Source: an optimization exercise on an open RTL-to-GDS flow (aim: small area). Production flows keep margins and buffers that such runs may drop.
In this exercise RTL edits were held to simulation tests only and were not proved equivalent to the original.
No driver is modelled on the clock port, so clocking that relies on it looks cheaper here than on a real chip.
Power and IR drop assume default switching activity.

### design.v
`timescale 1ns/10ps
module fir(data_out, out_enable, data_in, sample_enable, coef_enable, error, clk, reset);
	output [15:0] data_out;
	output out_enable;
	output error;
	input [7:0] data_in;
	input sample_enable;
	input coef_enable;
	input clk;
	input reset;
	localparam S_RESET  = 3'd0;
	localparam S_C0     = 3'd1;
	localparam S_C1     = 3'd2;
	localparam S_C4     = 3'd5;
	localparam S_FILTER = 3'd6;
	localparam S_ERROR  = 3'd7;
	reg [2:0] state;
	reg primed;
	reg [7:0] c0, c1, c2, c3, c4;
	reg [7:0] x1m, x2m, x3m, x4m;
	wire ce = coef_enable;
	wire se = sample_enable;
	wire st_reset  = (state == S_RESET);
	wire st_filter = (state == S_FILTER);
	wire st_error  = (state == S_ERROR);
	wire st_coeff  = (state != S_RESET) && (state <= S_C4);
	wire st_c0     = (state == S_C0);
	wire read_coef = ce & ~se & ~st_error;
	wire read_samp = se & ~ce & (st_filter | st_c0);
	assign out_enable = st_filter | (st_c0 & ~ce & se);
	assign error = st_error | (st_reset & se) | (st_coeff & ce & se) |
	               (st_coeff & ~st_c0 & ~ce) | (st_filter & ce & se);
	reg [2:0] nstate;
	always @(*) begin
		nstate = state;
		if (error) nstate = S_ERROR;
		else if (read_coef) nstate = !st_coeff ? S_C1 : (state == S_C4 ? S_C0 : state + 3'd1);
		else if (st_c0) nstate = S_FILTER;
	end
	always @(posedge clk or negedge reset)
		if (~reset) begin
			state <= S_RESET;
			primed <= 1'b0;
		end else begin
			state <= nstate;
			if (st_c0 & ~ce) primed <= 1'b1;
		end
	always @(posedge clk)
		if (read_samp | ~primed) begin
			x1m <= read_samp ? data_in ^ 8'haa : 8'haa;
			x2m <= x1m; x3m <= x2m; x4m <= x3m;
		end
	always @(posedge clk)
		if (read_coef) begin
			c0 <= data_in; c1 <= c0; c2 <= c1; c3 <= c2; c4 <= c3;
		end
	wire s0;
	wire k0;
	wire s1;
	wire k1;
	wire s2;
	wire k2;
	wire s3;
	wire k3;
	wire s4;
	wire k4;
	wire s5;
	wire k5;
	wire s6;
	wire k6;
	wire s7;
	wire k7;
	wire e8;
	wire e9;
	wire e10;
	wire p11;
	wire p12;
	wire p14;
	wire p16;
	wire p18;
	wire p20;
	wire p22;
	wire p24;
	wire p26;
	wire p28;
	wire e29;
	wire e30;
	wire e31;
	wire p32;
	wire p33;
	wire p35;
	wire p37;
	wire p39;
	wire p41;
	wire p43;
	wire p45;
	wire p47;
	wire p49;
	wire e50;
	wire e51;
	wire e52;
	wire p53;
	wire p54;
	wire p56;
	wire p58;
	wire p60;
	wire p62;
	wire p64;
	wire p66;
	wire p68;
	wire p70;
	wire e71;
	wire e72;
	wire e73;
	wire p74;
	wire p75;
	wire p77;
	wire p79;
	wire p81;
	wire p83;
	wire p85;
	wire p87;
	wire p89;
	wire p91;
	wire s92;
	wire k92;
	wire s93;
	wire k93;
	wire s94;
	wire k94;
	wire s95;
	wire k95;
	wire s96;
	wire k96;
	wire s97;
	wire k97;
	wire s98;
	wire k98;
	wire s99;
	wire k99;
	wire e100;
	wire e101;
	wire e102;
	wire p103;
	wire p104;
	wire p106;
	wire p108;
	wire p110;
	wire p112;
	wire p114;
	wire p116;
	wire p118;
	wire p120;
	wire e121;
	wire e122;
	wire e123;
	wire p124;
	wire p125;
	wire p127;
	wire p129;
	wire p131;
	wire p133;
	wire p135;
	wire p137;
	wire p139;
	wire p141;
	wire e142;
	wire e143;
	wire e144;
	wire p145;
	wire p146;
	wire p148;
	wire p150;
	wire p152;
	wire p154;
	wire p156;
	wire p158;
	wire p160;
	wire p162;
	wire e163;
	wire e164;
	wire e165;
	wire p166;
	wire p167;
	wire p169;
	wire p171;
	wire p173;
	wire p175;
	wire p177;
	wire p179;
	wire p181;
	wire p183;
	wire s184;
	wire k184;
	wire s185;
	wire k185;
	wire s186;
	wire k186;
	wire s187;
	wire k187;
	wire s188;
	wire k188;
	wire s189;
	wire k189;
	wire s190;
	wire k190;
	wire s191;
	wire k191;
	wire e192;
	wire e193;
	wire e194;
	wire p195;
	wire p196;
	wire p198;
	wire p200;
	wire p202;
	wire p204;
	wire p206;
	wire p208;
	wire p210;
	wire p212;
	wire e213;
	wire e214;
	wire e215;
	wire p216;
	wire p217;
	wire p219;
	wire p221;
	wire p223;
	wire p225;
	wire p227;
	wire p229;
	wire p231;
	wire p233;
	wire e234;
	wire e235;
	wire e236;
	wire p237;
	wire p238;
	wire p240;
	wire p242;
	wire p244;
	wire p246;
	wire p248;
	wire p250;
	wire p252;
	wire p254;
	wire e255;
	wire e256;
	wire e257;
	wire p258;
	wire p259;
	wire p261;
	wire p263;
	wire p265;
	wire p267;
	wire p269;
	wire p271;
	wire p273;
	wire p275;
	wire s276;
	wire k276;
	wire s277;
	wire k277;
	wire s278;
	wire k278;
	wire s279;
	wire k279;
	wire s280;
	wire k280;
	wire s281;
	wire k281;
	wire s282;
	wire k282;
	wire s283;
	wire k283;
	wire e284;
	wire e285;
	wire e286;
	wire p287;
	wire p288;
	wire p290;
	wire p292;
	wire p294;
	wire p296;
	wire p298;
	wire p300;
	wire p302;
	wire p304;
	wire e305;
	wire e306;
	wire e307;
	wire p308;
	wire p309;
	wire p311;
	wire p313;
	wire p315;
	wire p317;
	wire p319;
	wire p321;
	wire p323;
	wire p325;
	wire e326;
	wire e327;
	wire e328;
	wire p329;
	wire p330;
	wire p332;
	wire p334;
	wire p336;
	wire p338;
	wire p340;
	wire p342;
	wire p344;
	wire p346;
	wire e347;
	wire e348;
	wire e349;
	wire p350;
	wire p351;
	wire p353;
	wire p355;
	wire p357;
	wire p359;
	wire p361;
	wire p363;
	wire p365;
	wire p367;
	wire s368;
	wire k368;
	wire s369;
	wire k369;
	wire s370;
	wire k370;
	wire s371;
	wire k371;
	wire s372;
	wire k372;
	wire s373;
	wire k373;
	wire s374;
	wire k374;
	wire s375;
	wire k375;
	wire e376;
	wire e377;
	wire e378;
	wire p379;
	wire p380;
	wire p382;
	wire p384;
	wire p386;
	wire p388;
	wire p390;
	wire p392;
	wire p394;
	wire p396;
	wire e397;
	wire e398;
	wire e399;
	wire p400;
	wire p401;
	wire p403;
	wire p405;
	wire p407;
	wire p409;
	wire p411;
	wire p413;
	wire p415;
	wire p417;
	wire e418;
	wire e419;
	wire e420;
	wire p421;
	wire p422;
	wire p424;
	wire p426;
	wire p428;
	wire p430;
	wire p432;
	wire p434;
	wire p436;
	wire p438;
	wire e439;
	wire e440;
	wire e441;
	wire p442;
	wire p443;
	wire p445;
	wire p447;
	wire p449;
	wire p451;
	wire p453;
	wire p455;
	wire p457;
	wire p459;
	wire s460;
	wire k460;
	wire s461;
	wire k461;
	wire s462;
	wire k462;
	wire s463;
	wire k463;
	wire s464;
	wire k464;
	wire s465;
	wire k465;
	wire s466;
	wire k466;
	wire s467;
	wire k467;
	wire s468;
	wire k468;
	wire s469;
	wire k469;
	wire s470;
	wire k470;
	wire s471;
	wire k471;
	wire s472;
	wire k472;
	wire s473;
	wire k473;
	wire s474;
	wire k474;
	wire s475;
	wire k475;
	wire s476;
	wire k476;
	wire s477;
	wire k477;
	wire s478;
	wire k478;
	wire s479;
	wire k479;
	wire s480;
	wire k480;
	wire s481;
	wire k481;
	wire s482;
	wire k482;
	wire s483;
	wire k483;
	wire s484;
	wire k484;
	wire s485;
	wire k485;
	wire s486;
	wire k486;
	wire s487;
	wire k487;
	wire s488;
	wire k488;
	wire s489;
	wire k489;
	wire s490;
	wire k490;
	wire s491;
	wire k491;
	wire s492;
	wire k492;
	wire s493;
	wire k493;
	wire s494;
	wire k494;
	wire s495;
	wire k495;
	wire s496;
	wire k496;
	wire s497;
	wire k497;
	wire s498;
	wire k498;
	wire s499;
	wire k499;
	wire s500;
	wire k500;
	wire s501;
	wire k501;
	wire s502;
	wire k502;
	wire s503;
	wire k503;
	wire s504;
	wire k504;
	wire s505;
	wire k505;
	wire s506;
	wire k506;
	wire s507;
	wire k507;
	wire s508;
	wire k508;
	wire s509;
	wire k509;
	wire s510;
	wire k510;
	wire s511;
	wire k511;
	wire s512;
	wire k512;
	wire s513;
	wire k513;
	wire s514;
	wire k514;
	wire s515;
	wire k515;
	wire s516;
	wire k516;
	wire s517;
	wire k517;
	wire s518;
	wire k518;
	wire s519;
	wire k519;
	wire s520;
	wire k520;
	wire s521;
	wire k521;
	wire s522;
	wire k522;
	wire s523;
	wire k523;
	wire s524;
	wire k524;
	wire s525;
	wire k525;
	wire s526;
	wire k526;
	wire s527;
	wire k527;
	wire s528;
	wire k528;
	wire s529;
	wire k529;
	wire s530;
	wire k530;
	wire s531;
	wire k531;
	wire s532;
	wire k532;
	wire s533;
	wire k533;
	wire s534;
	wire k534;
	wire s535;
	wire k535;
	wire s536;
	wire k536;
	wire s537;
	wire k537;
	wire s538;
	wire k538;
	wire s539;
	wire k539;
	wire s540;
	wire k540;
	wire s541;
	wire k541;
	wire s542;
	wire k542;
	wire s543;
	wire k543;
	wire s544;
	wire k544;
	wire s545;
	wire k545;
	wire s546;
	wire k546;
	wire s547;
	wire k547;
	wire s548;
	wire k548;
	wire s549;
	wire k549;
	wire s550;
	wire k550;
	wire s551;
	wire k551;
	wire s552;
	wire k552;
	wire s553;
	wire k553;
	wire s554;
	wire k554;
	wire s555;
	wire k555;
	wire s556;
	wire k556;
	wire s557;
	wire k557;
	wire s558;
	wire k558;
	wire s559;
	wire k559;
	wire s560;
	wire k560;
	wire s561;
	wire k561;
	wire s562;
	wire k562;
	wire s563;
	wire k563;
	wire s564;
	wire k564;
	wire s565;
	wire k565;
	wire s566;
	wire k566;
	wire s567;
	wire k567;
	wire s568;
	wire k568;
	wire s569;
	wire k569;
	wire s570;
	wire k570;
	wire s571;
	wire k571;
	wire s572;
	wire k572;
	wire s573;
	wire k573;
	wire s574;
	wire k574;
	wire s575;
	wire k575;
	wire s576;
	wire k576;
	wire s577;
	wire k577;
	wire s578;
	wire k578;
	wire s579;
	wire k579;
	wire s580;
	wire k580;
	wire s581;
	wire k581;
	wire s582;
	wire k582;
	wire s583;
	wire k583;
	wire s584;
	wire k584;
	wire s585;
	wire k585;
	wire s586;
	wire k586;
	wire s587;
	wire k587;
	wire s588;
	wire k588;
	wire s589;
	wire k589;
	wire s590;
	wire k590;
	wire s591;
	wire k591;
	wire s592;
	wire k592;
	wire s593;
	wire k593;
	wire s594;
	wire k594;
	wire s595;
	wire k595;
	wire s596;
	wire k596;
	wire s597;
	wire k597;
	wire s598;
	wire k598;
	wire s599;
	wire k599;
	wire s600;
	wire k600;
	wire s601;
	wire k601;
	wire s602;
	wire k602;
	wire s603;
	wire k603;
	wire s604;
	wire k604;
	wire s605;
	wire k605;
	wire s606;
	wire k606;
	wire s607;
	wire k607;
	wire s608;
	wire k608;
	wire s609;
	wire k609;
	wire s610;
	wire k610;
	wire s611;
	wire k611;
	wire s612;
	wire k612;
	wire s613;
	wire k613;
	wire s614;
	wire k614;
	wire s615;
	wire k615;
	wire s616;
	wire k616;
	wire s617;
	wire k617;
	wire s618;
	wire k618;
	wire s619;
	wire k619;
	wire s620;
	wire k620;
	wire s621;
	wire k621;
	wire s622;
	wire k622;
	wire s623;
	wire k623;
	wire s624;
	wire k624;
	wire s625;
	wire k625;
	wire s626;
	wire k626;
	wire s627;
	wire k627;
	wire s628;
	wire k628;
	wire s629;
	wire k629;
	wire s630;
	wire k630;
	wire s631;
	wire k631;
	wire s632;
	wire k632;
	wire s633;
	wire k633;
	wire s634;
	wire k634;
	wire s635;
	wire k635;
	wire s636;
	wire k636;
	wire s637;
	wire k637;
	wire s638;
	wire k638;
	wire s639;
	wire k639;
	wire s640;
	wire k640;
	wire s641;
	wire k641;
	wire s642;
	wire k642;
	wire s643;
	wire k643;
	wire s644;
	wire k644;
	wire o645;
	wire o646;
	wire o647;
	wire o648;
	wire o649;
	wire o650;
	wire o651;
	wire o652;
	wire o653;
	wire o654;
	fir_ha u0 (c4[1], c4[0], s0, k0);
	fir_fa u1 (c4[2], c4[1], k0, s1, k1);
	fir_fa u2 (c4[3], c4[2], k1, s2, k2);
	fir_fa u3 (c4[4], c4[3], k2, s3, k3);
	fir_fa u4 (c4[5], c4[4], k3, s4, k4);
	fir_fa u5 (c4[6], c4[5], k4, s5, k5);
	fir_fa u6 (c4[7], c4[6], k5, s6, k6);
	fir_ha u7 (c4[7], k6, s7, k7);
	assign e8 = (data_in[0]) & ~(data_in[1]);
	assign e9 = ~(data_in[0]) & (data_in[1]);
	assign e10 = (data_in[0]) & (data_in[1]);
	assign p11 = ~(c4[0] & (data_in[0]));
	fir_sel3 u13 (p12, e8, c4[1], e9, c4[0], e10, s0);
	fir_sel3 u15 (p14, e8, c4[2], e9, c4[1], e10, s1);
	fir_sel3 u17 (p16, e8, c4[3], e9, c4[2], e10, s2);
	fir_sel3 u19 (p18, e8, c4[4], e9, c4[3], e10, s3);
	fir_sel3 u21 (p20, e8, c4[5], e9, c4[4], e10, s4);
	fir_sel3 u23 (p22, e8, c4[6], e9, c4[5], e10, s5);
	fir_sel3 u25 (p24, e8, c4[7], e9, c4[6], e10, s6);
	fir_sel2 u27 (p26, e9, c4[7], e10, s7);
	assign p28 = ~((e10 & k7));
	assign e29 = (data_in[2]) & ~(data_in[3]);
	assign e30 = ~(data_in[2]) & (data_in[3]);
	assign e31 = (data_in[2]) & (data_in[3]);
	assign p32 = ~(c4[0] & (data_in[2]));
	fir_sel3 u34 (p33, e29, c4[1], e30, c4[0], e31, s0);
	fir_sel3 u36 (p35, e29, c4[2], e30, c4[1], e31, s1);
	fir_sel3 u38 (p37, e29, c4[3], e30, c4[2], e31, s2);
	fir_sel3 u40 (p39, e29, c4[4], e30, c4[3], e31, s3);
	fir_sel3 u42 (p41, e29, c4[5], e30, c4[4], e31, s4);
	fir_sel3 u44 (p43, e29, c4[6], e30, c4[5], e31, s5);
	fir_sel3 u46 (p45, e29, c4[7], e30, c4[6], e31, s6);
	fir_sel2 u48 (p47, e30, c4[7], e31, s7);
	assign p49 = ~((e31 & k7));
	assign e50 = (data_in[4]) & ~(data_in[5]);
	assign e51 = ~(data_in[4]) & (data_in[5]);
	assign e52 = (data_in[4]) & (data_in[5]);
	assign p53 = ~(c4[0] & (data_in[4]));
	fir_sel3 u55 (p54, e50, c4[1], e51, c4[0], e52, s0);
	fir_sel3 u57 (p56, e50, c4[2], e51, c4[1], e52, s1);
	fir_sel3 u59 (p58, e50, c4[3], e51, c4[2], e52, s2);
	fir_sel3 u61 (p60, e50, c4[4], e51, c4[3], e52, s3);
	fir_sel3 u63 (p62, e50, c4[5], e51, c4[4], e52, s4);
	fir_sel3 u65 (p64, e50, c4[6], e51, c4[5], e52, s5);
	fir_sel3 u67 (p66, e50, c4[7], e51, c4[6], e52, s6);
	fir_sel2 u69 (p68, e51, c4[7], e52, s7);
	assign p70 = ~((e52 & k7));
	assign e71 = (data_in[6]) & ~(data_in[7]);
	assign e72 = ~(data_in[6]) & (data_in[7]);
	assign e73 = (data_in[6]) & (data_in[7]);
	assign p74 = ~(c4[0] & (data_in[6]));
	fir_sel3 u76 (p75, e71, c4[1], e72, c4[0], e73, s0);
	fir_sel3 u78 (p77, e71, c4[2], e72, c4[1], e73, s1);
	fir_sel3 u80 (p79, e71, c4[3], e72, c4[2], e73, s2);
	fir_sel3 u82 (p81, e71, c4[4], e72, c4[3], e73, s3);
	fir_sel3 u84 (p83, e71, c4[5], e72, c4[4], e73, s4);
	fir_sel3 u86 (p85, e71, c4[6], e72, c4[5], e73, s5);
	fir_sel3 u88 (p87, e71, c4[7], e72, c4[6], e73, s6);
	fir_sel2 u90 (p89, e72, c4[7], e73, s7);
	assign p91 = ~((e73 & k7));
	fir_ha u92 (c3[1], c3[0], s92, k92);
	fir_fa u93 (c3[2], c3[1], k92, s93, k93);
	fir_fa u94 (c3[3], c3[2], k93, s94, k94);
	fir_fa u95 (c3[4], c3[3], k94, s95, k95);
	fir_fa u96 (c3[5], c3[4], k95, s96, k96);
	fir_fa u97 (c3[6], c3[5], k96, s97, k97);
	fir_fa u98 (c3[7], c3[6], k97, s98, k98);
	fir_ha u99 (c3[7], k98, s99, k99);
	assign e100 = (x1m[0]) & ~(~x1m[1]);
	assign e101 = ~(x1m[0]) & (~x1m[1]);
	assign e102 = (x1m[0]) & (~x1m[1]);
	assign p103 = ~(c3[0] & (x1m[0]));
	fir_sel3 u105 (p104, e100, c3[1], e101, c3[0], e102, s92);
	fir_sel3 u107 (p106, e100, c3[2], e101, c3[1], e102, s93);
	fir_sel3 u109 (p108, e100, c3[3], e101, c3[2], e102, s94);
	fir_sel3 u111 (p110, e100, c3[4], e101, c3[3], e102, s95);
	fir_sel3 u113 (p112, e100, c3[5], e101, c3[4], e102, s96);
	fir_sel3 u115 (p114, e100, c3[6], e101, c3[5], e102, s97);
	fir_sel3 u117 (p116, e100, c3[7], e101, c3[6], e102, s98);
	fir_sel2 u119 (p118, e101, c3[7], e102, s99);
	assign p120 = ~((e102 & k99));
	assign e121 = (x1m[2]) & ~(~x1m[3]);
	assign e122 = ~(x1m[2]) & (~x1m[3]);
	assign e123 = (x1m[2]) & (~x1m[3]);
	assign p124 = ~(c3[0] & (x1m[2]));
	fir_sel3 u126 (p125, e121, c3[1], e122, c3[0], e123, s92);
	fir_sel3 u128 (p127, e121, c3[2], e122, c3[1], e123, s93);
	fir_sel3 u130 (p129, e121, c3[3], e122, c3[2], e123, s94);
	fir_sel3 u132 (p131, e121, c3[4], e122, c3[3], e123, s95);
	fir_sel3 u134 (p133, e121, c3[5], e122, c3[4], e123, s96);
	fir_sel3 u136 (p135, e121, c3[6], e122, c3[5], e123, s97);
	fir_sel3 u138 (p137, e121, c3[7], e122, c3[6], e123, s98);
	fir_sel2 u140 (p139, e122, c3[7], e123, s99);
	assign p141 = ~((e123 & k99));
	assign e142 = (x1m[4]) & ~(~x1m[5]);
	assign e143 = ~(x1m[4]) & (~x1m[5]);
	assign e144 = (x1m[4]) & (~x1m[5]);
	assign p145 = ~(c3[0] & (x1m[4]));
	fir_sel3 u147 (p146, e142, c3[1], e143, c3[0], e144, s92);
	fir_sel3 u149 (p148, e142, c3[2], e143, c3[1], e144, s93);
	fir_sel3 u151 (p150, e142, c3[3], e143, c3[2], e144, s94);
	fir_sel3 u153 (p152, e142, c3[4], e143, c3[3], e144, s95);
	fir_sel3 u155 (p154, e142, c3[5], e143, c3[4], e144, s96);
	fir_sel3 u157 (p156, e142, c3[6], e143, c3[5], e144, s97);
	fir_sel3 u159 (p158, e142, c3[7], e143, c3[6], e144, s98);
	fir_sel2 u161 (p160, e143, c3[7], e144, s99);
	assign p162 = ~((e144 & k99));
	assign e163 = (x1m[6]) & ~(~x1m[7]);
	assign e164 = ~(x1m[6]) & (~x1m[7]);
	assign e165 = (x1m[6]) & (~x1m[7]);
	assign p166 = ~(c3[0] & (x1m[6]));
	fir_sel3 u168 (p167, e163, c3[1], e164, c3[0], e165, s92);
	fir_sel3 u170 (p169, e163, c3[2], e164, c3[1], e165, s93);
	fir_sel3 u172 (p171, e163, c3[3], e164, c3[2], e165, s94);
	fir_sel3 u174 (p173, e163, c3[4], e164, c3[3], e165, s95);
	fir_sel3 u176 (p175, e163, c3[5], e164, c3[4], e165, s96);
	fir_sel3 u178 (p177, e163, c3[6], e164, c3[5], e165, s97);
	fir_sel3 u180 (p179, e163, c3[7], e164, c3[6], e165, s98);
	fir_sel2 u182 (p181, e164, c3[7], e165, s99);
	assign p183 = ~((e165 & k99));
	fir_ha u184 (c2[1], c2[0], s184, k184);
	fir_fa u185 (c2[2], c2[1], k184, s185, k185);
	fir_fa u186 (c2[3], c2[2], k185, s186, k186);
	fir_fa u187 (c2[4], c2[3], k186, s187, k187);
	fir_fa u188 (c2[5], c2[4], k187, s188, k188);
	fir_fa u189 (c2[6], c2[5], k188, s189, k189);
	fir_fa u190 (c2[7], c2[6], k189, s190, k190);
	fir_ha u191 (c2[7], k190, s191, k191);
	assign e192 = (x2m[0]) & ~(~x2m[1]);
	assign e193 = ~(x2m[0]) & (~x2m[1]);
	assign e194 = (x2m[0]) & (~x2m[1]);
	assign p195 = ~(c2[0] & (x2m[0]));
	fir_sel3 u197 (p196, e192, c2[1], e193, c2[0], e194, s184);
	fir_sel3 u199 (p198, e192, c2[2], e193, c2[1], e194, s185);
	fir_sel3 u201 (p200, e192, c2[3], e193, c2[2], e194, s186);
	fir_sel3 u203 (p202, e192, c2[4], e193, c2[3], e194, s187);
	fir_sel3 u205 (p204, e192, c2[5], e193, c2[4], e194, s188);
	fir_sel3 u207 (p206, e192, c2[6], e193, c2[5], e194, s189);
	fir_sel3 u209 (p208, e192, c2[7], e193, c2[6], e194, s190);
	fir_sel2 u211 (p210, e193, c2[7], e194, s191);
	assign p212 = ~((e194 & k191));
	assign e213 = (x2m[2]) & ~(~x2m[3]);
	assign e214 = ~(x2m[2]) & (~x2m[3]);
	assign e215 = (x2m[2]) & (~x2m[3]);
	assign p216 = ~(c2[0] & (x2m[2]));
	fir_sel3 u218 (p217, e213, c2[1], e214, c2[0], e215, s184);
	fir_sel3 u220 (p219, e213, c2[2], e214, c2[1], e215, s185);
	fir_sel3 u222 (p221, e213, c2[3], e214, c2[2], e215, s186);
	fir_sel3 u224 (p223, e213, c2[4], e214, c2[3], e215, s187);
	fir_sel3 u226 (p225, e213, c2[5], e214, c2[4], e215, s188);
	fir_sel3 u228 (p227, e213, c2[6], e214, c2[5], e215, s189);
	fir_sel3 u230 (p229, e213, c2[7], e214, c2[6], e215, s190);
	fir_sel2 u232 (p231, e214, c2[7], e215, s191);
	assign p233 = ~((e215 & k191));
	assign e234 = (x2m[4]) & ~(~x2m[5]);
	assign e235 = ~(x2m[4]) & (~x2m[5]);
	assign e236 = (x2m[4]) & (~x2m[5]);
	assign p237 = ~(c2[0] & (x2m[4]));
	fir_sel3 u239 (p238, e234, c2[1], e235, c2[0], e236, s184);
	fir_sel3 u241 (p240, e234, c2[2], e235, c2[1], e236, s185);
	fir_sel3 u243 (p242, e234, c2[3], e235, c2[2], e236, s186);
	fir_sel3 u245 (p244, e234, c2[4], e235, c2[3], e236, s187);
	fir_sel3 u247 (p246, e234, c2[5], e235, c2[4], e236, s188);
	fir_sel3 u249 (p248, e234, c2[6], e235, c2[5], e236, s189);
	fir_sel3 u251 (p250, e234, c2[7], e235, c2[6], e236, s190);
	fir_sel2 u253 (p252, e235, c2[7], e236, s191);
	assign p254 = ~((e236 & k191));
	assign e255 = (x2m[6]) & ~(~x2m[7]);
	assign e256 = ~(x2m[6]) & (~x2m[7]);
	assign e257 = (x2m[6]) & (~x2m[7]);
	assign p258 = ~(c2[0] & (x2m[6]));
	fir_sel3 u260 (p259, e255, c2[1], e256, c2[0], e257, s184);
	fir_sel3 u262 (p261, e255, c2[2], e256, c2[1], e257, s185);
	fir_sel3 u264 (p263, e255, c2[3], e256, c2[2], e257, s186);
	fir_sel3 u266 (p265, e255, c2[4], e256, c2[3], e257, s187);
	fir_sel3 u268 (p267, e255, c2[5], e256, c2[4], e257, s188);
	fir_sel3 u270 (p269, e255, c2[6], e256, c2[5], e257, s189);
	fir_sel3 u272 (p271, e255, c2[7], e256, c2[6], e257, s190);
	fir_sel2 u274 (p273, e256, c2[7], e257, s191);
	assign p275 = ~((e257 & k191));
	fir_ha u276 (c1[1], c1[0], s276, k276);
	fir_fa u277 (c1[2], c1[1], k276, s277, k277);
	fir_fa u278 (c1[3], c1[2], k277, s278, k278);
	fir_fa u279 (c1[4], c1[3], k278, s279, k279);
	fir_fa u280 (c1[5], c1[4], k279, s280, k280);
	fir_fa u281 (c1[6], c1[5], k280, s281, k281);
	fir_fa u282 (c1[7], c1[6], k281, s282, k282);
	fir_ha u283 (c1[7], k282, s283, k283);
	assign e284 = (x3m[0]) & ~(~x3m[1]);
	assign e285 = ~(x3m[0]) & (~x3m[1]);
	assign e286 = (x3m[0]) & (~x3m[1]);
	assign p287 = ~(c1[0] & (x3m[0]));
	fir_sel3 u289 (p288, e284, c1[1], e285, c1[0], e286, s276);
	fir_sel3 u291 (p290, e284, c1[2], e285, c1[1], e286, s277);
	fir_sel3 u293 (p292, e284, c1[3], e285, c1[2], e286, s278);
	fir_sel3 u295 (p294, e284, c1[4], e285, c1[3], e286, s279);
	fir_sel3 u297 (p296, e284, c1[5], e285, c1[4], e286, s280);
	fir_sel3 u299 (p298, e284, c1[6], e285, c1[5], e286, s281);
	fir_sel3 u301 (p300, e284, c1[7], e285, c1[6], e286, s282);
	fir_sel2 u303 (p302, e285, c1[7], e286, s283);
	assign p304 = ~((e286 & k283));
	assign e305 = (x3m[2]) & ~(~x3m[3]);
	assign e306 = ~(x3m[2]) & (~x3m[3]);
	assign e307 = (x3m[2]) & (~x3m[3]);
	assign p308 = ~(c1[0] & (x3m[2]));
	fir_sel3 u310 (p309, e305, c1[1], e306, c1[0], e307, s276);
	fir_sel3 u312 (p311, e305, c1[2], e306, c1[1], e307, s277);
	fir_sel3 u314 (p313, e305, c1[3], e306, c1[2], e307, s278);
	fir_sel3 u316 (p315, e305, c1[4], e306, c1[3], e307, s279);
	fir_sel3 u318 (p317, e305, c1[5], e306, c1[4], e307, s280);
	fir_sel3 u320 (p319, e305, c1[6], e306, c1[5], e307, s281);
	fir_sel3 u322 (p321, e305, c1[7], e306, c1[6], e307, s282);
	fir_sel2 u324 (p323, e306, c1[7], e307, s283);
	assign p325 = ~((e307 & k283));
	assign e326 = (x3m[4]) & ~(~x3m[5]);
	assign e327 = ~(x3m[4]) & (~x3m[5]);
	assign e328 = (x3m[4]) & (~x3m[5]);
	assign p329 = ~(c1[0] & (x3m[4]));
	fir_sel3 u331 (p330, e326, c1[1], e327, c1[0], e328, s276);
	fir_sel3 u333 (p332, e326, c1[2], e327, c1[1], e328, s277);
	fir_sel3 u335 (p334, e326, c1[3], e327, c1[2], e328, s278);
	fir_sel3 u337 (p336, e326, c1[4], e327, c1[3], e328, s279);
	fir_sel3 u339 (p338, e326, c1[5], e327, c1[4], e328, s280);
	fir_sel3 u341 (p340, e326, c1[6], e327, c1[5], e328, s281);
	fir_sel3 u343 (p342, e326, c1[7], e327, c1[6], e328, s282);
	fir_sel2 u345 (p344, e327, c1[7], e328, s283);
	assign p346 = ~((e328 & k283));
	assign e347 = (x3m[6]) & ~(~x3m[7]);
	assign e348 = ~(x3m[6]) & (~x3m[7]);
	assign e349 = (x3m[6]) & (~x3m[7]);
	assign p350 = ~(c1[0] & (x3m[6]));
	fir_sel3 u352 (p351, e347, c1[1], e348, c1[0], e349, s276);
	fir_sel3 u354 (p353, e347, c1[2], e348, c1[1], e349, s277);
	fir_sel3 u356 (p355, e347, c1[3], e348, c1[2], e349, s278);
	fir_sel3 u358 (p357, e347, c1[4], e348, c1[3], e349, s279);
	fir_sel3 u360 (p359, e347, c1[5], e348, c1[4], e349, s280);
	fir_sel3 u362 (p361, e347, c1[6], e348, c1[5], e349, s281);
	fir_sel3 u364 (p363, e347, c1[7], e348, c1[6], e349, s282);
	fir_sel2 u366 (p365, e348, c1[7], e349, s283);
	assign p367 = ~((e349 & k283));
	fir_ha u368 (c0[1], c0[0], s368, k368);
	fir_fa u369 (c0[2], c0[1], k368, s369, k369);
	fir_fa u370 (c0[3], c0[2], k369, s370, k370);
	fir_fa u371 (c0[4], c0[3], k370, s371, k371);
	fir_fa u372 (c0[5], c0[4], k371, s372, k372);
	fir_fa u373 (c0[6], c0[5], k372, s373, k373);
	fir_fa u374 (c0[7], c0[6], k373, s374, k374);
	fir_ha u375 (c0[7], k374, s375, k375);
	assign e376 = (x4m[0]) & ~(~x4m[1]);
	assign e377 = ~(x4m[0]) & (~x4m[1]);
	assign e378 = (x4m[0]) & (~x4m[1]);
	assign p379 = ~(c0[0] & (x4m[0]));
	fir_sel3 u381 (p380, e376, c0[1], e377, c0[0], e378, s368);
	fir_sel3 u383 (p382, e376, c0[2], e377, c0[1], e378, s369);
	fir_sel3 u385 (p384, e376, c0[3], e377, c0[2], e378, s370);
	fir_sel3 u387 (p386, e376, c0[4], e377, c0[3], e378, s371);
	fir_sel3 u389 (p388, e376, c0[5], e377, c0[4], e378, s372);
	fir_sel3 u391 (p390, e376, c0[6], e377, c0[5], e378, s373);
	fir_sel3 u393 (p392, e376, c0[7], e377, c0[6], e378, s374);
	fir_sel2 u395 (p394, e377, c0[7], e378, s375);
	assign p396 = ~((e378 & k375));
	assign e397 = (x4m[2]) & ~(~x4m[3]);
	assign e398 = ~(x4m[2]) & (~x4m[3]);
	assign e399 = (x4m[2]) & (~x4m[3]);
	assign p400 = ~(c0[0] & (x4m[2]));
	fir_sel3 u402 (p401, e397, c0[1], e398, c0[0], e399, s368);
	fir_sel3 u404 (p403, e397, c0[2], e398, c0[1], e399, s369);
	fir_sel3 u406 (p405, e397, c0[3], e398, c0[2], e399, s370);
	fir_sel3 u408 (p407, e397, c0[4], e398, c0[3], e399, s371);
	fir_sel3 u410 (p409, e397, c0[5], e398, c0[4], e399, s372);
	fir_sel3 u412 (p411, e397, c0[6], e398, c0[5], e399, s373);
	fir_sel3 u414 (p413, e397, c0[7], e398, c0[6], e399, s374);
	fir_sel2 u416 (p415, e398, c0[7], e399, s375);
	assign p417 = ~((e399 & k375));
	assign e418 = (x4m[4]) & ~(~x4m[5]);
	assign e419 = ~(x4m[4]) & (~x4m[5]);
	assign e420 = (x4m[4]) & (~x4m[5]);
	assign p421 = ~(c0[0] & (x4m[4]));
	fir_sel3 u423 (p422, e418, c0[1], e419, c0[0], e420, s368);
	fir_sel3 u425 (p424, e418, c0[2], e419, c0[1], e420, s369);
	fir_sel3 u427 (p426, e418, c0[3], e419, c0[2], e420, s370);
	fir_sel3 u429 (p428, e418, c0[4], e419, c0[3], e420, s371);
	fir_sel3 u431 (p430, e418, c0[5], e419, c0[4], e420, s372);
	fir_sel3 u433 (p432, e418, c0[6], e419, c0[5], e420, s373);
	fir_sel3 u435 (p434, e418, c0[7], e419, c0[6], e420, s374);
	fir_sel2 u437 (p436, e419, c0[7], e420, s375);
	assign p438 = ~((e420 & k375));
	assign e439 = (x4m[6]) & ~(~x4m[7]);
	assign e440 = ~(x4m[6]) & (~x4m[7]);
	assign e441 = (x4m[6]) & (~x4m[7]);
	assign p442 = ~(c0[0] & (x4m[6]));
	fir_sel3 u444 (p443, e439, c0[1], e440, c0[0], e441, s368);
	fir_sel3 u446 (p445, e439, c0[2], e440, c0[1], e441, s369);
	fir_sel3 u448 (p447, e439, c0[3], e440, c0[2], e441, s370);
	fir_sel3 u450 (p449, e439, c0[4], e440, c0[3], e441, s371);
	fir_sel3 u452 (p451, e439, c0[5], e440, c0[4], e441, s372);
	fir_sel3 u454 (p453, e439, c0[6], e440, c0[5], e441, s373);
	fir_sel3 u456 (p455, e439, c0[7], e440, c0[6], e441, s374);
	fir_sel2 u458 (p457, e440, c0[7], e441, s375);
	assign p459 = ~((e441 & k375));
	fir_fa u460 (p103, p195, p287, s460, k460);
	fir_fa u461 (p379, s460, p11, s461, k461);
	fir_fa u462 (p104, p196, p288, s462, k462);
	fir_fa u463 (p380, k460, s462, s463, k463);
	fir_fa u464 (s463, p12, k461, s464, k464);
	fir_fa u465 (p124, p216, p308, s465, k465);
	fir_fa u466 (p400, p106, p198, s466, k466);
	fir_fa u467 (p290, p382, k462, s467, k467);
	fir_fa u468 (s465, s466, s467, s468, k468);
	fir_fa u469 (k463, s468, p14, s469, k469);
	fir_fa u470 (p32, s469, k464, s470, k470);
	fir_fa u471 (p125, p217, p309, s471, k471);
	fir_fa u472 (p401, k465, s471, s472, k472);
	fir_fa u473 (p108, p200, p292, s473, k473);
	fir_fa u474 (p384, k466, k467, s474, k474);
	fir_fa u475 (s472, s473, k468, s475, k475);
	fir_fa u476 (s474, s475, p16, s476, k476);
	fir_fa u477 (p33, k469, s476, s477, k477);
	fir_xor u478 (s477, k470, s478);
	fir_or v478 (s477, k470, k478);
	fir_fa u479 (p145, p237, p329, s479, k479);
	fir_fa u480 (p421, p127, p219, s480, k480);
	fir_fa u481 (p311, p403, k471, s481, k481);
	fir_fa u482 (s479, s480, s481, s482, k482);
	fir_fa u483 (k472, p110, p202, s483, k483);
	fir_fa u484 (p294, p386, k473, s484, k484);
	fir_fa u485 (k474, s482, s483, s485, k485);
	fir_fa u486 (s484, k475, p18, s486, k486);
	fir_fa u487 (p35, p53, s485, s487, k487);
	fir_fa u488 (k476, s486, s487, s488, k488);
	fir_fa u489 (k477, s488, k478, s489, k489);
	fir_fa u490 (p146, p238, p330, s490, k490);
	fir_fa u491 (p422, k479, s490, s491, k491);
	fir_fa u492 (p129, p221, p313, s492, k492);
	fir_fa u493 (p405, k480, k481, s493, k493);
	fir_fa u494 (s491, s492, k482, s494, k494);
	fir_fa u495 (s493, p112, p204, s495, k495);
	fir_fa u496 (p296, p388, k483, s496, k496);
	fir_fa u497 (k484, s494, p20, s497, k497);
	fir_fa u498 (p37, p54, k485, s498, k498);
	fir_fa u499 (s495, s496, k486, s499, k499);
	fir_fa u500 (s497, s498, k487, s500, k500);
	fir_fa u501 (s499, k488, s500, s501, k501);
	fir_xor u502 (s501, k489, s502);
	fir_or v502 (s501, k489, k502);
	fir_fa u503 (p166, p258, p350, s503, k503);
	fir_fa u504 (p442, p148, p240, s504, k504);
	fir_fa u505 (p332, p424, k490, s505, k505);
	fir_fa u506 (s503, s504, s505, s506, k506);
	fir_fa u507 (k491, p131, p223, s507, k507);
	fir_fa u508 (p315, p407, k492, s508, k508);
	fir_fa u509 (k493, s506, s507, s509, k509);
	fir_fa u510 (s508, k494, p39, s510, k510);
	fir_fa u511 (p56, p74, p114, s511, k511);
	fir_fa u512 (p206, p22, p298, s512, k512);
	fir_fa u513 (p390, k495, k496, s513, k513);
	fir_fa u514 (s509, k497, s510, s514, k514);
	fir_fa u515 (s511, k498, s512, s515, k515);
	fir_fa u516 (s513, k499, s514, s516, k516);
	fir_fa u517 (k500, s515, s516, s517, k517);
	fir_fa u518 (k501, s517, k502, s518, k518);
	fir_fa u519 (p167, p259, p351, s519, k519);
	fir_fa u520 (p443, k503, s519, s520, k520);
	fir_fa u521 (p150, p242, p334, s521, k521);
	fir_fa u522 (p426, k504, k505, s522, k522);
	fir_fa u523 (s520, s521, k506, s523, k523);
	fir_fa u524 (s522, p133, p225, s524, k524);
	fir_fa u525 (p317, p409, k507, s525, k525);
	fir_fa u526 (k508, s523, p41, s526, k526);
	fir_fa u527 (p58, p75, k509, s527, k527);
	fir_fa u528 (s524, s525, k510, s528, k528);
	fir_fa u529 (p116, p208, p24, s529, k529);
	fir_fa u530 (p300, p392, k511, s530, k530);
	fir_fa u531 (s526, k512, k513, s531, k531);
	fir_fa u532 (s527, k514, s528, s532, k532);
	fir_fa u533 (s529, s530, k515, s533, k533);
	fir_fa u534 (s531, k516, s532, s534, k534);
	fir_fa u535 (s533, k517, s534, s535, k535);
	fir_xor u536 (s535, k518, s536);
	fir_or v536 (s535, k518, k536);
	fir_fa u537 (p169, p261, p353, s537, k537);
	fir_fa u538 (p445, k519, s537, s538, k538);
	fir_fa u539 (k520, p152, p244, s539, k539);
	fir_fa u540 (p336, p428, k521, s540, k540);
	fir_fa u541 (k522, s538, s539, s541, k541);
	fir_fa u542 (s540, k523, p60, s542, k542);
	fir_fa u543 (p77, p135, p227, s543, k543);
	fir_fa u544 (p319, p411, p43, s544, k544);
	fir_fa u545 (k524, k525, s541, s545, k545);
	fir_fa u546 (k526, s542, k527, s546, k546);
	fir_fa u547 (s543, s544, p118, s547, k547);
	fir_fa u548 (p210, p26, p302, s548, k548);
	fir_fa u549 (p394, s545, k528, s549, k549);
	fir_fa u550 (k529, k530, k531, s550, k550);
	fir_fa u551 (s546, s547, s548, s551, k551);
	fir_fa u552 (s549, k532, s550, s552, k552);
	fir_fa u553 (k533, s551, k534, s553, k553);
	fir_fa u554 (s552, s553, k535, s554, k554);
	fir_xor u555 (s554, k536, s555);
	fir_or v555 (s554, k536, k555);
	fir_fa u556 (p171, p263, p355, s556, k556);
	fir_fa u557 (p447, k537, k538, s557, k557);
	fir_fa u558 (s556, p154, p246, s558, k558);
	fir_fa u559 (p338, p430, k539, s559, k559);
	fir_fa u560 (k540, s557, p62, s560, k560);
	fir_fa u561 (p79, k541, s558, s561, k561);
	fir_fa u562 (s559, k542, p137, s562, k562);
	fir_fa u563 (p229, p321, p413, s563, k563);
	fir_fa u564 (p45, s560, k543, s564, k564);
	fir_fa u565 (k544, p120, p212, s565, k565);
	fir_fa u566 (p28, p304, p396, s566, k566);
	fir_fa u567 (k545, s561, s562, s567, k567);
	fir_fa u568 (s563, k546, s564, s568, k568);
	fir_fa u569 (k547, k548, s565, s569, k569);
	fir_fa u570 (s566, k549, k550, s570, k570);
	fir_fa u571 (s567, s568, k551, s571, k571);
	fir_fa u572 (s569, s570, k552, s572, k572);
	fir_fa u573 (s571, k553, s572, s573, k573);
	fir_fa u574 (k554, s573, k555, s574, k574);
	fir_fa u575 (p173, p265, p357, s575, k575);
	fir_fa u576 (p449, k556, k557, s576, k576);
	fir_fa u577 (s575, p81, p156, s577, k577);
	fir_fa u578 (p248, p340, p432, s578, k578);
	fir_fa u579 (p64, k558, k559, s579, k579);
	fir_fa u580 (s576, k560, s577, s580, k580);
	fir_fa u581 (s578, k561, s579, s581, k581);
	fir_fa u582 (p139, p231, p323, s582, k582);
	fir_fa u583 (p415, p47, k562, s583, k583);
	fir_fa u584 (k563, k564, s580, s584, k584);
	fir_fa u585 (k565, k566, s581, s585, k585);
	fir_fa u586 (s582, s583, k567, s586, k586);
	fir_fa u587 (k568, s584, k569, s587, k587);
	fir_fa u588 (s585, k570, s586, s588, k588);
	fir_fa u589 (k571, s587, k572, s589, k589);
	fir_fa u590 (s588, s589, k573, s590, k590);
	fir_xor u591 (s590, k574, s591);
	fir_or v591 (s590, k574, k591);
	fir_fa u592 (p175, p267, p359, s592, k592);
	fir_fa u593 (p451, k575, p83, s593, k593);
	fir_fa u594 (k576, s592, p158, s594, k594);
	fir_fa u595 (p250, p342, p434, s595, k595);
	fir_fa u596 (p66, k577, s593, s596, k596);
	fir_fa u597 (k578, k579, p141, s597, k597);
	fir_fa u598 (p233, p325, p417, s598, k598);
	fir_fa u599 (p49, s594, k580, s599, k599);
	fir_fa u600 (s595, s596, k581, s600, k600);
	fir_fa u601 (s597, k582, s598, s601, k601);
	fir_fa u602 (k583, k584, s599, s602, k602);
	fir_fa u603 (s600, k585, s601, s603, k603);
	fir_fa u604 (k586, s602, k587, s604, k604);
	fir_fa u605 (s603, k588, s604, s605, k605);
	fir_fa u606 (k589, s605, k590, s606, k606);
	fir_xor u607 (s606, k591, s607);
	fir_or v607 (s606, k591, k607);
	fir_fa u608 (p177, p269, p361, s608, k608);
	fir_fa u609 (p453, p85, k592, s609, k609);
	fir_fa u610 (k593, s608, s609, s610, k610);
	fir_fa u611 (p160, p252, p344, s611, k611);
	fir_fa u612 (p436, p68, k594, s612, k612);
	fir_fa u613 (k595, k596, k597, s613, k613);
	fir_fa u614 (k598, s610, s611, s614, k614);
	fir_fa u615 (s612, k599, s613, s615, k615);
	fir_fa u616 (k600, k601, s614, s616, k616);
	fir_fa u617 (k602, s615, k603, s617, k617);
	fir_fa u618 (s616, k604, s617, s618, k618);
	fir_fa u619 (k605, s618, k606, s619, k619);
	fir_xor u620 (s619, k607, s620);
	fir_or v620 (s619, k607, k620);
	fir_fa u621 (p179, p271, p363, s621, k621);
	fir_fa u622 (p455, p87, k608, s622, k622);
	fir_fa u623 (k609, p162, p254, s623, k623);
	fir_fa u624 (p346, p438, p70, s624, k624);
	fir_fa u625 (s621, s622, k610, s625, k625);
	fir_fa u626 (k611, s623, s624, s626, k626);
	fir_fa u627 (k612, k613, s625, s627, k627);
	fir_fa u628 (k614, s626, k615, s628, k628);
	fir_fa u629 (s627, k616, s628, s629, k629);
	fir_fa u630 (k617, s629, k618, s630, k630);
	fir_fa u631 (s630, k619, k620, s631, k631);
	fir_fa u632 (p181, p273, p365, s632, k632);
	fir_fa u633 (p457, p89, k621, s633, k633);
	fir_fa u634 (k622, k623, k624, s634, k634);
	fir_fa u635 (s632, s633, k625, s635, k635);
	fir_fa u636 (k626, s634, s635, s636, k636);
	fir_fa u637 (k627, k628, s636, s637, k637);
	fir_fa u638 (k629, s637, k630, s638, k638);
	fir_fa u639 (p183, p275, p367, s639, k639);
	fir_fa u640 (p459, p91, k632, s640, k640);
	fir_fa u641 (s639, k633, k634, s641, k641);
	fir_fa u642 (s640, k635, s641, s642, k642);
	fir_fa u643 (k636, s642, k637, s643, k643);
	fir_xor u644 (s643, k638, s644);
	fir_or v644 (s643, k638, k644);
	assign o645 = ~s461;
	assign o646 = ~s464;
	assign o647 = ~s470;
	assign o648 = ~s489;
	assign o649 = ~s518;
	assign o650 = ~s574;
	assign o651 = ~s631;
	assign o652 = ~s638;
	assign o653 = o652 ^ ~k631;
	assign o654 = s644 ^ (~k631 & o652);
	assign data_out = {o654, o653, o651, s620, s607, s591, o650, s555, s536, o649, s502, o648, s478, o647, o646, o645};
endmodule
module fir_fa(input a, input b, input c, output s, output co);
	assign s = a ^ b ^ c;
	assign co = (a & b) | (c & (a ^ b));
endmodule
module fir_sel3(output y, input s1, input a1, input s2, input a2, input s3, input a3);
	assign y = ~((s1 & a1) | (s2 & a2) | (s3 & a3));
endmodule
module fir_sel2(output y, input s1, input a1, input s2, input a2);
	assign y = ~((s1 & a1) | (s2 & a2));
endmodule
module fir_xnor(input a, input b, output y);
	assign y = ~(a ^ b);
endmodule
module fir_xor(input a, input b, output y);
	assign y = a ^ b;
endmodule
module fir_or(input a, input b, output y);
	assign y = a | b;
endmodule
module fir_ha(input a, input b, output s, output co);
	assign s = a ^ b;
	assign co = a & b;
endmodule
### flow/run.sh
#!/bin/bash
# The standard layout with these changes: port buffers chosen per direction
# (flow/pre_gpl.tcl), global placement that is not timing driven, only
# small buffers for the resizer (flow/small_bufs.tcl), and a clock tree of
# clock buffers without dummy balancing loads.
set -uo pipefail
here=$(pwd)
bash standard.sh synth > standard_synth.log 2>&1 || exit 1
bash standard.sh \
  "DONT_BUFFER_PORTS=1" \
  "PRE_GLOBAL_PLACE_TCL=$here/flow/pre_gpl.tcl" \
  "PRE_RESIZE_TCL=$here/flow/small_bufs.tcl" \
  "PRE_CTS_TCL=$here/flow/small_bufs.tcl" \
  "PRE_GLOBAL_ROUTE_TCL=$here/flow/small_bufs.tcl" \
  "CTS_ARGS=-sink_clustering_enable -repair_clock_nets -buf_list sky130_fd_sc_hd__clkbuf_4 -root_buf sky130_fd_sc_hd__clkbuf_8 -dont_use_dummy_load" \
  finish > standard_make.log 2>&1
### flow/pre_gpl.tcl
# Runs before global placement: drop the buffers synthesis left in the
# netlist, then give each port a buf_1.
remove_buffers
buffer_ports -inputs -buffer_cell sky130_fd_sc_hd__buf_1
buffer_ports -outputs -buffer_cell sky130_fd_sc_hd__buf_1
### flow/small_bufs.tcl
set_dont_use {sky130_fd_sc_hd__buf_6 sky130_fd_sc_hd__buf_8 sky130_fd_sc_hd__buf_12 sky130_fd_sc_hd__buf_16 sky130_fd_sc_hd__bufbuf_8 sky130_fd_sc_hd__bufbuf_16}
### standard.sh
#!/bin/bash
# synth_recipe.tcl (not shown) runs the flow's synth.tcl, then flattens the netlist and writes it again
# the make line also repeats each setting of config.mk as NAME=value (left out here)
make -C /OpenROAD-flow-scripts/flow DESIGN_CONFIG=/design/flow/config.mk WORK_HOME=/design/flow/orfs CLKGATE_MAP_FILE= SYNTH_SCRIPT=/design/flow/synth_recipe.tcl "${@:-finish}"
### config.mk
export PLATFORM = sky130hd
export DESIGN_NAME = fir
export DESIGN_NICKNAME = fir
export VERILOG_FILES = /design/flow/design.v
export SDC_FILE = /design/flow/constraint.sdc
export NUM_CORES = 4
export LEC_CHECK = 0
export CAP_MARGIN = 20
export CELL_PAD_IN_SITES_DETAIL_PLACEMENT = 1
export CELL_PAD_IN_SITES_GLOBAL_PLACEMENT = 1
export CORE_MARGIN = 2
export CORE_UTILIZATION = 55
export GPL_TIMING_DRIVEN = 0
export SLEW_MARGIN = 20
export SYNTH_HIERARCHICAL = 1
### constraint.sdc
create_clock -name core_clock -period 12.0 [get_ports {clk}]
set_input_delay 2.4000 -clock core_clock [delete_from_list [all_inputs] [get_ports {clk}]]
set_output_delay 2.4000 -clock core_clock [all_outputs]
set_load 0.01 [all_outputs]
==> results of run 1 <==
-- kinds of logic after synthesis --
| family | count (synthesis) | synth area share, % |
|---|---|---|
| AND/OR/NAND/NOR | 130 | 7.103 |
| flip-flops | 76 | 24.51 |
| AO/OA/AOI/OAI | 172 | 18.87 |
| adder cells (fa/ha/maj) | 219 | 46.52 |
| buffers and inverters | 30 | 2.047 |
| XOR/XNOR | 10 | 0.9490 |
-- cell type report --
type                       instances  area, um2  share of cell area [%]
sequential                        76       2262                   23.56
timing repair buffer              29      108.9                   1.134
inverter                          12      50.05                  0.5212
clock buffer                       9      123.9                   1.290
tap                              220      275.3                   2.867
multi-input combinational        531       6782                   70.63
-- state kept, by name (all words and copies together), names as in the netlist --
| signal | flops |
|---|---|
| c0 | 8 |
| c1 | 8 |
| c2 | 8 |
| c3 | 8 |
| c4 | 8 |
| primed | 1 |
| state | 3 |
| x1m | 8 |
| x2m | 8 |
| x3m | 8 |
| x4m | 8 |
-- power breakdown --
part	switching [mW]	internal, mW	leakage, nW
sequential	0.00386	0.291	0.668
combinational	0.596	0.442	1.83
clock	0.0925	0.0671	0.0647
-- worst paths after layout --
path / from / endpoint / slack, ns
setup / recovery: c0[1] / data_out[15] / 0.53
hold / removal: x3m[7] / x4m[7] / 0.50
setup reg to reg: state[2] / x1m[4] / 9.32
hold reg to reg: x3m[7] / x4m[7] / 0.50
max in group asynchronous: reset / primed / 9.93
min in group asynchronous: reset / state[2] / 1.87
-- per-stage QoR --
stage | utilization [%] | hold WS, ns | worst slack (ns)
after global routing | 58.31 | 0.5003 | 0.2200
final | 58.31 | 0.5019 | 0.5278
after CTS | 58.31 | 0.4942 | 0.5226
after floorplan | - | 0.4407 | 1.706
after global placement | 57.55 | 0.4529 | 0.9677
after detailed placement | 57.56 | 0.4835 | 0.8808
-- layer usage --
| metal | up-vias | share of wire (%) | routed length, um |
|---|---|---|---|
| li1 | 2632 | - | - |
| met1 | 3599 | 37 | 10970 |
| met2 | 499 | 49 | 14440 |
| met3 | 64 | 11 | 3356 |
| met4 | 0 | 2.7 | 803 |
| met5 | - | 0 | 0 |
-- Yosys stat by module (local to each module, per instance) --
module | cell area, um2 | flops+latches
fir_ha | 12.51 | 0
fir_fa | 20.02 | 0
fir_sel3 | 10.01 | 0
fir_sel2 | 12.51 | 0
fir | 3196 | 76
fir_or | 6.256 | 0
fir_xor | 8.758 | 0
-- Yosys cell counts (2+ instances only) --
cell type,count
edfxtp_1,72
ha_1,12
dfrtp_1,4
nor2b_1,24
o21ai_0,4
and2_1,25
a222oi_1,140
a21oi_1,3
buf_4,17
a22oi_2,20
or2_1,7
nor2_1,18
nand2b_1,2
nand2_1,49
inv_1,10
fa_1,207
xor2_1,9
-- worst max-delay path, delay by kind of cell, from the launching register on --
family	cells	cell delay [ns]
xor+xnor	1	0.14
fa+ha+maj	16	7.00
compound gates	1	0.42
buf+inv	2	0.23
flops	1	0.63
simple gates	1	0.25
==> out/qor.csv, run 1 <==
stage,metric,value,unit
status,outcome,finished clean,
global_route,grt_pass1_vias,7372,
global_route,gr-usage-met2,58.10,%
floorplan,io_pins,30,
power_and_ir_drop,powerDensity,155.5,mW/mm2
clock_tree,cts_setup_buffers,0,
layout,nFillCells,1595,
timing,fin_crit_sh,95.60,%
layout,final_area,0.009602,mm2
power_and_ir_drop,p_leak,2.566,nW
global_route,antenna_found_initial,0,
logic_synthesis,synth_edf_count,72,
layout,final_common_cell,fa_1,
logic_synthesis,synth_top_cell_by_area,fa_1,
worst_hold_path,hp-class,reg2reg,
clock_tree,holdBufCountCts,0,
timing,min_period,11.47,ns
worst_setup_path,cp_slowest_cell,edfxtp_1,
clock_tree,clock_sinks,76,
power_and_ir_drop,finalPower,1.493,mW
worst_setup_path,reg2reg_depth,4,
global_route,top_usage_layer,met2,
timing,finalSetupTns,0,ns
global_route,met3_usage,6.773,%
timing,skew,0.02792,ns
global_route,use_met1,48.32,%
place,place_inst,868,
clock_tree,clk_latency,0.38,ns
worst_setup_path,crit_fanout,11,
logic_synthesis,seq_area_frac_synth,24.51,%
logic_synthesis,syn_nets,868,
timing,hold_viol_final,0,
place,dpl.hpwl,24120,um
routing,drc,0,
logic_synthesis,synth_cells,637,
worst_setup_path,path_class,reg2out,
timing,slew_headroom,29.41,%
floorplan,start_util,56.06,%
worst_setup_path,end_kind,output pin,
place,place_congestion,0.9484,
floorplan,core_area,0.01647,mm2
logic_synthesis,synth.avg_cell_area,14.49,um2
global_route,grt_max_degree,44,
logic_synthesis,synth_area,0.009230,mm2
logic_synthesis,ys_types,31,
logic_synthesis,ys_top_cells_by_area,"fa_1 45%, edfxtp_1 23%, a222oi_1 15%, a22oi_2 2.7%, nand2_1 2.0%",
routing,drtAntennaViolNets,0,
global_route,grt_remaining_overflow,0,
floorplan,fp-row-count,47,
worst_setup_path,worstPathRequired,9.60,ns
routing,viasPerCell,7.747,
clock_tree,cts_made_buffers,9,
routing,vias,6794,
layout,diodes,0,
layout,drive_above_1_share,5.632,%
logic_synthesis,ys_ff_latch,76,
worst_setup_path,cp_cell_sequence,"ha_1, fa_1, a222oi_1, fa_1, fa_1, fa_1, fa_1, fa_1, fa_1, fa_1, fa_1, fa_1, fa_1, fa_1, fa_1, or2_1, fa_1, inv_1, ha_1, xor2_1, buf_1",
floorplan,die_area,0.01783,mm2
timing,worst_slew_pin_slew,1.057,ns
clock_tree,ctsResizeCount,0,
timing,rsz0062_at_grt,false,
layout,layout_common_cells,"207 x fa_1, 140 x a222oi_1, 72 x edfxtp_1, 49 x nand2_1, 29 x buf_1",
logic_synthesis,async_flop_share,5.263,%
timing,slew_viol_final,0,
place,io_buffers,29,
routing,dr.pass1.iters,12,
logic_synthesis,synth_warnings,7,
routing,wirelength,29570,um
worst_setup_path,crit_path_max_incr_delay,0.63,ns
layout,fin_cells,877,
global_route,grt_pass1_wl,45490,um
power_and_ir_drop,ir_drop,0.0003553,V
flow_run,maxCapViolCount,0,
clock_tree,clk_pin_slew,0.10,ns
logic_synthesis,yosys_most_used_dff,edfxtp_1,
worst_setup_path,worst_path_most_repeated_cell,fa_1,
worst_setup_path,worstPathArrival,9.07,ns
logic_synthesis,synth_top_area_share,44.90,%
place,dpl_cell_area,0.009478,mm2
layout,nNetsFinal,890,
floorplan,die_x,133.5,um
routing,drtIter0Drc,1556,
floorplan,die_h,133.5,um
worst_hold_path,holdPathStages,0,
timing,finalSetupViolCount,0,
clock_tree,cts_tree,built,
worst_setup_path,start_kind,flop,
timing,clock.fmax,87.17,MHz
layout,area_growth,4.026,%
routing,wire_per_inst,33.72,um
global_route,grtUsageTotal,35.24,%
==> run 2, diff against run 1 <==
--- a/config.mk
+++ b/config.mk
@@ -11,3 +11,3 @@
 export CORE_MARGIN = 2
-export CORE_UTILIZATION = 55
+export CORE_UTILIZATION = 40
 export GPL_TIMING_DRIVEN = 0
==> out/qor.csv, run 2 <==
stage,metric,value,unit
status,outcome,finished clean,
routing,wirelength,30230,um
power_and_ir_drop,ir_drop,0.0002332,V
floorplan,die_h,155.9,um
logic_synthesis,ys_top_cells_by_area,"fa_1 45%, edfxtp_1 23%, a222oi_1 15%, a22oi_2 2.7%, nand2_1 2.0%",
global_route,grt_pass1_wl,46450,um
timing,slew_headroom,37.36,%
worst_setup_path,rr_endpoint,x2m[1],
floorplan,start_util,40.77,%
worst_setup_path,worstPathArrival,9.05,ns
timing,fin_crit_sh,95.39,%
logic_synthesis,ys_ff_latch,76,
clock_tree,cts_setup_buffers,0,
worst_setup_path,reg2reg_depth,5,
power_and_ir_drop,p_leak,2.571,nW
logic_synthesis,synth_area,0.009230,mm2
place,place_congestion,0.9829,
worst_setup_path,r2r-start,state[2],
routing,drc,0,
worst_setup_path,crit_path_max_incr_delay,0.63,ns
place,post-place-ws,0.8365,ns
worst_setup_path,end_kind,output pin,
floorplan,die_x,155.9,um
routing,drtAntennaViolNets,0,
clock_tree,clk_latency,0.36,ns
clock_tree,cts_tree,built,
routing,dr.pass1.iters,9,
global_route,antenna_found_initial,0,
timing,finalSetupTns,0,ns
floorplan,fp-row-count,55,
worst_setup_path,cpLargestDelayFamily,adder cells,
timing,finalSetupViolCount,0,
place,dpl.hpwl,24950,um
worst_setup_path,worstPathRequired,9.60,ns
logic_synthesis,synth.avg_cell_area,14.49,um2
layout,layout_common_cells,"207 x fa_1, 140 x a222oi_1, 72 x edfxtp_1, 49 x nand2_1, 29 x buf_1",
worst_setup_path,worst-path-buf-inv,2,
worst_setup_path,cp.depth,21,
worst_hold_path,hp-class,reg2reg,
worst_setup_path,crit_end,data_out[15],
global_route,grtUsageTotal,26.21,%
place,io_buffers,29,
layout,diodes,0,
timing,worst_slew_pin_slew,0.9377,ns
timing,hold_viol_final,0,
layout,nNetsFinal,891,
worst_setup_path,worst_path_most_repeated_cell,fa_1,
routing,drtIter0Drc,1268,
global_route,grt_remaining_overflow,0,
logic_synthesis,synth_warnings,7,
logic_synthesis,synth_edf_count,72,
clock_tree,cts_made_buffers,9,
timing,rsz0062_at_grt,false,
logic_synthesis,yosys_most_used_dff,edfxtp_1,
global_route,grt_max_degree,44,
layout,drive_above_1_share,5.775,%
flow_run,maxCapViolCount,0,
logic_synthesis,synth_top_cell_by_area,fa_1,
timing,skew,0.01151,ns
clock_tree,clock_sinks,76,
logic_synthesis,synth_top_area_share,44.90,%
logic_synthesis,syn_nets,868,
routing,viasPerCell,6.970,
floorplan,core_area,0.02264,mm2
logic_synthesis,async_flop_share,5.263,%
logic_synthesis,synth_cells,637,
power_and_ir_drop,powerDensity,149.5,mW/mm2
worst_setup_path,reg2reg_slack,9.51,ns
clock_tree,clk_pin_slew,0.08,ns
routing,wire_per_inst,32.06,um
timing,finalWorstSetupSlack,0.5536,ns
floorplan,io_pins,30,
routing,vias,6573,
timing,min_period,11.45,ns
worst_setup_path,cp_cell_sequence,"ha_1, fa_1, fa_1, a222oi_1, fa_1, fa_1, fa_1, fa_1, fa_1, fa_1, fa_1, fa_1, fa_1, fa_1, fa_1, or2_1, fa_1, inv_1, ha_1, xor2_1, buf_1",
logic_synthesis,ys_types,31,
logic_synthesis,yosysMostFrequentCell,fa_1,
worst_setup_path,crit_fanout,11,
logic_synthesis,seq_area_frac_synth,24.51,%
layout,nFillCells,2300,
timing,clock.fmax,87.36,MHz
timing,slew_viol_final,0,
worst_setup_path,cp_slowest_cell,edfxtp_1,
global_route,grt_pass1_vias,7258,
clock_tree,holdBufCountCts,0,
logic_synthesis,ys_top_cells_by_count,"207 x fa_1, 140 x a222oi_1, 72 x edfxtp_1",
worst_setup_path,start_kind,flop,
layout,area_growth,4.988,%
worst_setup_path,crit_start,c3[1],
layout,final_common_cell,fa_1,
clock_tree,ctsResizeCount,0,
floorplan,die_area,0.02431,mm2
worst_setup_path,path_class,reg2out,
run 2: cell counts after synthesis:
No cell type changed its count.
run 2: cell families after synthesis:
group	synth area share, %
compound gates	18.87
xor+xnor	0.9490
fa+ha+maj	46.52
buf+inv	2.047
flops	24.51
simple gates	7.103
run 2: per-stage QoR:
step / power [mW] / utilization (%) / instances / area [um2] / hold WS [ns]
2_1_floorplan: 1.301 / - / 637 / 9230 / 0.4407
3_3_place_gp: 1.294 / 42.21 / 933 / 9557 / 0.4539
3_5_place_dp: 1.325 / 42.25 / 934 / 9567 / 0.4852
4_1_cts: 1.488 / 42.80 / 943 / 9691 / 0.5047
5_1_grt: 1.614 / 42.80 / 943 / 9691 / 0.5263
6_report: 1.449 / 42.80 / 943 / 9691 / 0.4972
run 2: modules after synthesis, one instance, submodules excluded:
module	copies in the design	cells
fir_sel3	140	1
fir_ha	10	1
fir_or	7	1
fir_sel2	20	1
fir	1	245
fir_xor	8	1
fir_fa	207	1
run 2: power by group:
part	internal [mW]	switching (mW)
sequential	0.291	0.00355
combinational	0.431	0.567
clock	0.0671	0.0888
run 2: worst min-delay path by stage:
stage            from     end  slack (ns)  cells after the start
3_5_place_dp   primed  primed        0.49                      1
5_1_grt        primed  primed        0.53                      1
6_report       primed  primed        0.50                      1
4_1_cts        primed  primed        0.50                      1
2_1_floorplan  primed  primed        0.44                      1
3_3_place_gp   primed  primed        0.45                      1
run 2: final cells by class:
type / count / area, um2 / share of cell area [%]
flip-flops and latches: 76 / 2262 / 23.34
repair buffers: 30 / 116.4 / 1.201
well taps: 285 / 356.6 / 3.680
clock buffers: 9 / 123.9 / 1.278
inverters: 12 / 50.05 / 0.5165
multi-input cells: 531 / 6782 / 69.98
run 2: worst register-to-register path, cell delays in order, from the launching register on:
cell and delay (ns):
dfrtp_1 0.49, or3b_1 0.40, o21ai_0 0.08, and3b_1 0.48, nand2b_2 0.34, buf_4 0.35
run 2: routing by layer:
layer	track usage, %	wire length (um)	share of wire [%]
met2	43.53	14700	49
met4	7.951	825	2.7
met1	34.94	12060	40
met5	0	0	0
met3	5.361	2647	8.8

-- static timing again, ports no longer ideal --
The results above use ideal ports. As a check the final layouts listed here were re-extracted and re-timed, cells and wires unchanged.
Step 1, drivers: a clkbuf_16 drives clk and a buf_2 each remaining input, both assumed.
Step 2 also shifts input and output timing later by t, the mid clock arrival at the registers, as if the neighbouring blocks saw the same clock.
Slacks: ideal / step 1 / step 2; pairs: ideal / step 1.
run	shift t [ns]	setup WS [ns]	worst setup path at the end	slew at the worst register clock pin (ns)	worst slew at a driven data input, ns
run 1	0.408	0.528 / 0.487 / 0.804	input to output	0.10 / 0.10	0.04
run 2	0.390	0.554 / 0.519 / 0.692	input to output	0.08 / 0.08	0.03
After both steps every run listed still meets setup and hold.
